This design comes from an exercise in tuning for small area on the open sky130 flow, not from production work. Function was checked by simulation only, so behaviour that the tests miss may differ from the original. Power figures rest on the tool's default switching activity, not on a simulated workload.

==> job 2013: inputs <==
==> flow/design.v <==
module rx_ring
	(
		input				clk,
		input				rst,
		input				tick,
		input				UART_RXD,
		input				RE,
		output	[7:0]	receive_data,
		output			rx_empty
	);
	reg  [127:0] ring;
	reg  [3:0]   cq;		 
	reg  [3:0]   hp;		 
	reg  [3:0]   bitn;		 
	reg  [3:0]   sub;		 
	reg          pend;		 
	wire [7:0] last = ring[127:120];
	wire       tap = (cq == 4'd0);
	wire       bnd = tick & (sub == 4'd12);
	wire       idle = (bitn == 4'd0);
	wire       det = tick & idle & !UART_RXD;
	wire       step = bnd & !idle;
	wire       shift = tap & pend;
	wire       complete = shift & (bitn == 4'd10);
	assign receive_data = ring[8*hp +: 8];
	assign rx_empty = (hp == cq);
	always @(posedge clk) begin
		ring <= {ring[119:0], shift ? {UART_RXD, last[7:1]} : last};
		sub <= det ? 4'd7 : bnd ? 4'd0 : sub + {3'd0, tick & !idle};
		pend <= (pend & !shift) | (step & (bitn >= 4'd2) & (bitn <= 4'd9));
		cq <= rst ? 4'd0 : cq + {3'd0, !complete};
		hp <= rst ? 4'd0 : hp + {3'd0, !RE};
		bitn <= (rst | (step & (bitn == 4'd10))) ? 4'd0 : bitn + {3'd0, det | step};
	end
endmodule
module tx_ring
	(
		input				clk,
		input				rst,
		input				WE,
		input		[7:0]	send_data,
		output	reg		UART_TXD,
		output			tick
	);
	localparam [127:0] INV = {8{16'hff00}};
	reg  [127:0] ring;
	reg  [3:0]   wq;		 
	reg  [3:0]   rq;		 
	reg          sweep;		 
	reg  [4:0]   pre;		 
	reg  [3:0]   bitn;		 
	reg  [3:0]   sub;		 
	wire [127:0] v = ring ^ INV;
	wire [7:0]   last = v[127:120];
	wire         tap = (rq == 4'd0);
	assign       tick = tap & (pre == 5'd24);
	wire         bnd = tick & (sub == 4'd12);
	wire         idle = (bitn == 4'd0);
	wire         go = tick & idle & (wq != rq);
	wire         step = bnd & !idle;
	wire         shift = step & (bitn <= 4'd8);
	wire         done = bnd & (bitn == 4'd10);
	wire         clr = rst | sweep;
	wire [7:0] head = clr ? 8'd0 : (shift ? {1'b0, last[7:1]} : last);
	reg [127:0] vn;
	integer p;
	always @(*) begin
		vn[7:0] = head | (send_data & {8{WE & (wq == 4'd0)}});
		for (p = 1; p < 16; p = p + 1)
			vn[8*p +: 8] = v[8*(p-1) +: 8] | (send_data & {8{WE & (wq == p)}});
	end
	always @(posedge clk) begin
		ring <= vn ^ INV;
		pre <= tick ? 5'd0 : pre + {4'd0, tap};
		sub <= (go | bnd) ? 4'd0 : sub + {3'd0, tick & !idle};
		wq <= rst ? 4'd1 : wq + {3'd0, !WE};
		rq <= rst ? 4'd1 : rq + {3'd0, !done};
		sweep <= rst | (sweep & (rq != 4'd15));
		bitn <= (rst | done) ? 4'd0 : bitn + {3'd0, go | step};
		UART_TXD <= rst | (!go & ((step & (!shift | last[0])) | (!step & UART_TXD)));
	end
endmodule
module controller
	#(
		parameter CLKS_PER_BIT = 5208,
		parameter FIFO_RX_SIZE = 16,
		parameter FIFO_TX_SIZE = 16
	)
	(
		input							clk,
		input							rst,
		output 						UART_TXD,
		input							UART_RXD,
		input							RE,
		input							WE,
		input			[7:0]			send_data,
		output		[7:0]			receive_data,
		output						rx_empty
	);
	wire tick;
	tx_ring tx (
		.clk(clk),
		.rst(rst),
		.WE(WE),
		.send_data(send_data),
		.UART_TXD(UART_TXD),
		.tick(tick)
	);
	rx_ring rx (
		.clk(clk),
		.rst(rst),
		.tick(tick),
		.UART_RXD(UART_RXD),
		.RE(RE),
		.receive_data(receive_data),
		.rx_empty(rx_empty)
	);
endmodule
==> flow/flow/run.sh <==
#!/bin/bash
# The standard layout (standard.sh), with two changes made through ORFS's own
# make variables: port buffers use the smallest buffer cell, and clock tree
# synthesis clusters up to 20 flip-flops per clkbuf_8 and adds no dummy loads.
set -euo pipefail
bash standard.sh \
  "BUFFER_PORTS_ARGS=-buffer_cell sky130_fd_sc_hd__buf_1" \
  "CTS_ARGS=-sink_clustering_enable -repair_clock_nets -sink_clustering_size 20 -sink_clustering_max_diameter 60 -buf_list sky130_fd_sc_hd__clkbuf_8 -dont_use_dummy_load" \
  finish > flow.log 2>&1
==> flow/standard.sh <==
#!/bin/bash
# synth_recipe.tcl (not shown) runs the flow's synth.tcl, then flattens the netlist and writes it again
# the make line also repeats each setting of config.mk as NAME=value (left out here)
make -C /OpenROAD-flow-scripts/flow DESIGN_CONFIG=/design/flow/config.mk WORK_HOME=/design/flow/orfs CLKGATE_MAP_FILE= SYNTH_SCRIPT=/design/flow/synth_recipe.tcl "${@:-finish}"
==> flow/config.mk <==
export PLATFORM = sky130hd
export DESIGN_NAME = controller
export DESIGN_NICKNAME = controller
export VERILOG_FILES = /design/flow/design.v
export SDC_FILE = /design/flow/constraint.sdc
export NUM_CORES = 4
export LEC_CHECK = 0
export CAP_MARGIN = 20
export CORE_MARGIN = 2
export CORE_UTILIZATION = 60
export CTS_BUF_LIST = sky130_fd_sc_hd__clkbuf_8
export CTS_CLUSTER_DIAMETER = 60
export CTS_CLUSTER_SIZE = 20
export SLEW_MARGIN = 20
==> flow/constraint.sdc <==
create_clock -name core_clock -period 20.0 [get_ports {clk}]
set_input_delay 4.0000 -clock core_clock [delete_from_list [all_inputs] [get_ports {clk}]]
set_output_delay 4.0000 -clock core_clock [all_outputs]
set_load 0.01 [all_outputs]
==> inputs of job 616, as changes to job 2013 <==
==> flow/design.v, changed modules only <==
module rx_ring
	(
		input				clk,
		input				rst,
		input				UART_RXD,
		input				RE,
		output	[7:0]	receive_data,
		output			rx_empty
	);
	localparam [8:0] TICKS = 9'd324;	 
	localparam [8:0] HALF  = 9'd165;	 
	reg  [127:0] ring;
	reg  [3:0]   cq;		 
	reg  [3:0]   hp;		 
	reg  [3:0]   bitn;		 
	reg  [8:0]   tick;
	wire [7:0] last = ring[127:120];
	wire       tap = (cq == 4'd0);
	wire       bnd = (tick == TICKS);
	wire       idle = (bitn == 4'd0);
	wire       shift = tap & bnd & (bitn >= 4'd2) & (bitn <= 4'd9);
	wire       complete = shift & (bitn == 4'd9);
	assign receive_data = ring[8*hp +: 8];
	assign rx_empty = (hp == cq);
	always @(posedge clk) begin
		ring <= {ring[119:0], shift ? {UART_RXD, last[7:1]} : last};
		if (rst) begin
			cq <= 4'd0;
			hp <= 4'd0;
			bitn <= 4'd0;
			tick <= 9'd0;
		end else begin
			if (!complete)
				cq <= cq + 4'd1;
			if (!RE)
				hp <= hp + 4'd1;
			if (tap) begin
				if (idle) begin
					if (!UART_RXD) begin
						bitn <= 4'd1;
						tick <= HALF;
					end
				end else if (bnd) begin
					tick <= 9'd0;
					bitn <= (bitn == 4'd10) ? 4'd0 : bitn + 4'd1;
				end else
					tick <= tick + 9'd1;
			end
		end
	end
endmodule
module tx_ring
	(
		input				clk,
		input				rst,
		input				WE,
		input		[7:0]	send_data,
		output	reg		UART_TXD
	);
	localparam [127:0] INV = {8{16'hff00}};
	localparam [8:0]   TICKS = 9'd324;	 
	reg  [127:0] ring;
	reg  [3:0]   wq;		 
	reg  [3:0]   rq;		 
	reg          sweep;		 
	reg  [3:0]   bitn;		 
	reg  [8:0]   tick;
	wire [127:0] v = ring ^ INV;
	wire [7:0]   last = v[127:120];
	wire         tap = (rq == 4'd0);
	wire         bnd = (tick == TICKS);
	wire         idle = (bitn == 4'd0);
	wire         go = tap & idle & (wq != rq);
	wire         shift = tap & bnd & (bitn >= 4'd1) & (bitn <= 4'd8);
	wire         done = tap & bnd & (bitn == 4'd10);
	wire         clr = rst | sweep;
	wire [7:0] head = clr ? 8'd0 : (shift ? {1'b0, last[7:1]} : last);
	reg [127:0] vn;
	integer p;
	always @(*) begin
		vn[7:0] = head | (send_data & {8{WE & (wq == 4'd0)}});
		for (p = 1; p < 16; p = p + 1)
			vn[8*p +: 8] = v[8*(p-1) +: 8] | (send_data & {8{WE & (wq == p)}});
	end
	always @(posedge clk) begin
		ring <= vn ^ INV;
		if (rst) begin
			wq <= 4'd1;
			rq <= 4'd1;
			sweep <= 1'b1;
			bitn <= 4'd0;
			tick <= 9'd0;
			UART_TXD <= 1'b1;
		end else begin
			if (!WE)
				wq <= wq + 4'd1;
			if (!done)
				rq <= rq + 4'd1;
			if (rq == 4'd15)
				sweep <= 1'b0;
			if (go) begin
				bitn <= 4'd1;
				tick <= 9'd0;
				UART_TXD <= 1'b0;
			end else if (tap & !idle) begin
				if (bnd) begin
					tick <= 9'd0;
					bitn <= done ? 4'd0 : bitn + 4'd1;
					UART_TXD <= shift ? last[0] : 1'b1;
				end else
					tick <= tick + 9'd1;
			end
		end
	end
endmodule
module controller
	#(
		parameter CLKS_PER_BIT = 5208,
		parameter FIFO_RX_SIZE = 16,
		parameter FIFO_TX_SIZE = 16
	)
	(
		input							clk,
		input							rst,
		output 						UART_TXD,
		input							UART_RXD,
		input							RE,
		input							WE,
		input			[7:0]			send_data,
		output		[7:0]			receive_data,
		output						rx_empty
	);
	wire [7:0] tx_rd;
	tx_ring tx (
		.clk(clk),
		.rst(rst),
		.WE(WE),
		.send_data(send_data),
		.UART_TXD(UART_TXD)
	);
	rx_ring rx (
		.clk(clk),
		.rst(rst),
		.UART_RXD(UART_RXD),
		.RE(RE),
		.receive_data(receive_data),
		.rx_empty(rx_empty)
	);
endmodule
==> flow/run.sh (new file) <==
#!/bin/bash
# synth_recipe.tcl (not shown) runs the flow's synth.tcl, then flattens the netlist and writes it again
# the make line also repeats each setting of config.mk as NAME=value (left out here)
make -C /OpenROAD-flow-scripts/flow DESIGN_CONFIG=/design/flow/config.mk WORK_HOME=/design/flow/orfs CLKGATE_MAP_FILE= SYNTH_SCRIPT=/design/flow/synth_recipe.tcl finish
--- a/flow/config.mk
+++ b/flow/config.mk
@@ -9,6 +9,3 @@
 export CORE_MARGIN = 2
-export CORE_UTILIZATION = 60
-export CTS_BUF_LIST = sky130_fd_sc_hd__clkbuf_8
-export CTS_CLUSTER_DIAMETER = 60
-export CTS_CLUSTER_SIZE = 20
+export CORE_UTILIZATION = 40
 export SLEW_MARGIN = 20
removed: flow/flow/run.sh
removed: flow/standard.sh
==> run summary <==
- Job 616 went through all stages and came out clean. Job 2013 completed with no timing, DRC or antenna violations.
- In job 2013 the area after synthesis is smaller than in job 616, by 7.0%.
- Of job 2013 and job 616, job 616 has the higher cell count (gap about 21%, measured against job 616).
- Clock skew: job 616 is lower than job 2013 (0.069 ns).
- In job 616 the register-to-register slack is better than in job 2013, by 0.03 ns.
- Of job 2013 and job 616, job 616 has the higher critical path depth (gap 1).
- Synthesized cell count: job 2013 is lower than job 616 (about 12%).
==> figures <==
metric	job 616	job 2013
Die Y	161 um	128 um
Origin of the worst setup path	rx.hp[0]	rx.hp[0]
Met1 Resource Use GR	18.7%	27.3%
Sequential share of power	50.7%	68.5%
Clock slew at reported path FFs	0.06 ns	0.11 ns
Result of the run	no timing/DRC/antenna violations	no timing/DRC/antenna violations
Max incr delay on CP	0.58 ns	0.77 ns
Proportion of synthesized chip area in sequential cells	60.8%	64.5%
Post-Place Cells	1155	931
Met3 routing resource usage after global routing	2.44%	2.67%
Static leakage	4.51 nW	3.90 nW
Power consumed by the clock network	0.574 mW	0.248 mW
Clock buffers created by TritonCTS	29	19
Total power per unit cell area	115 nW/um2	101 nW/um2

## re-timing with driven ports
The flow's constraints put no driver on any port. The routed layouts listed below were extracted and timed again, unchanged, in two steps.
Step 1: set_driving_cell puts a clkbuf_16 on clk and a buf_2 on each other input, an assumption about the parent block.
Step 2 times the ports against the registers' clock, not the clock port: input delays grow and output delays shrink by t, the midpoint of the rising clock arrivals with the driver on.
a / b / c = ideal ports / drivers / drivers and shift; a / b = the first two.
run | t, ns | setup slack, ns | clock arrival spread, ns | slew at the worst register clock pin (ns) | worst slew at a driven data input, ns
job 2013 | 0.529 | 13.484 / 13.449 / 13.978 | 0.078 / 0.078 | 0.12 / 0.12 | 0.04
job 616 | 0.569 | 13.033 / 12.988 / 13.557 | 0.016 / 0.016 | 0.06 / 0.06 | 0.04
After both steps every run listed still meets setup and hold.
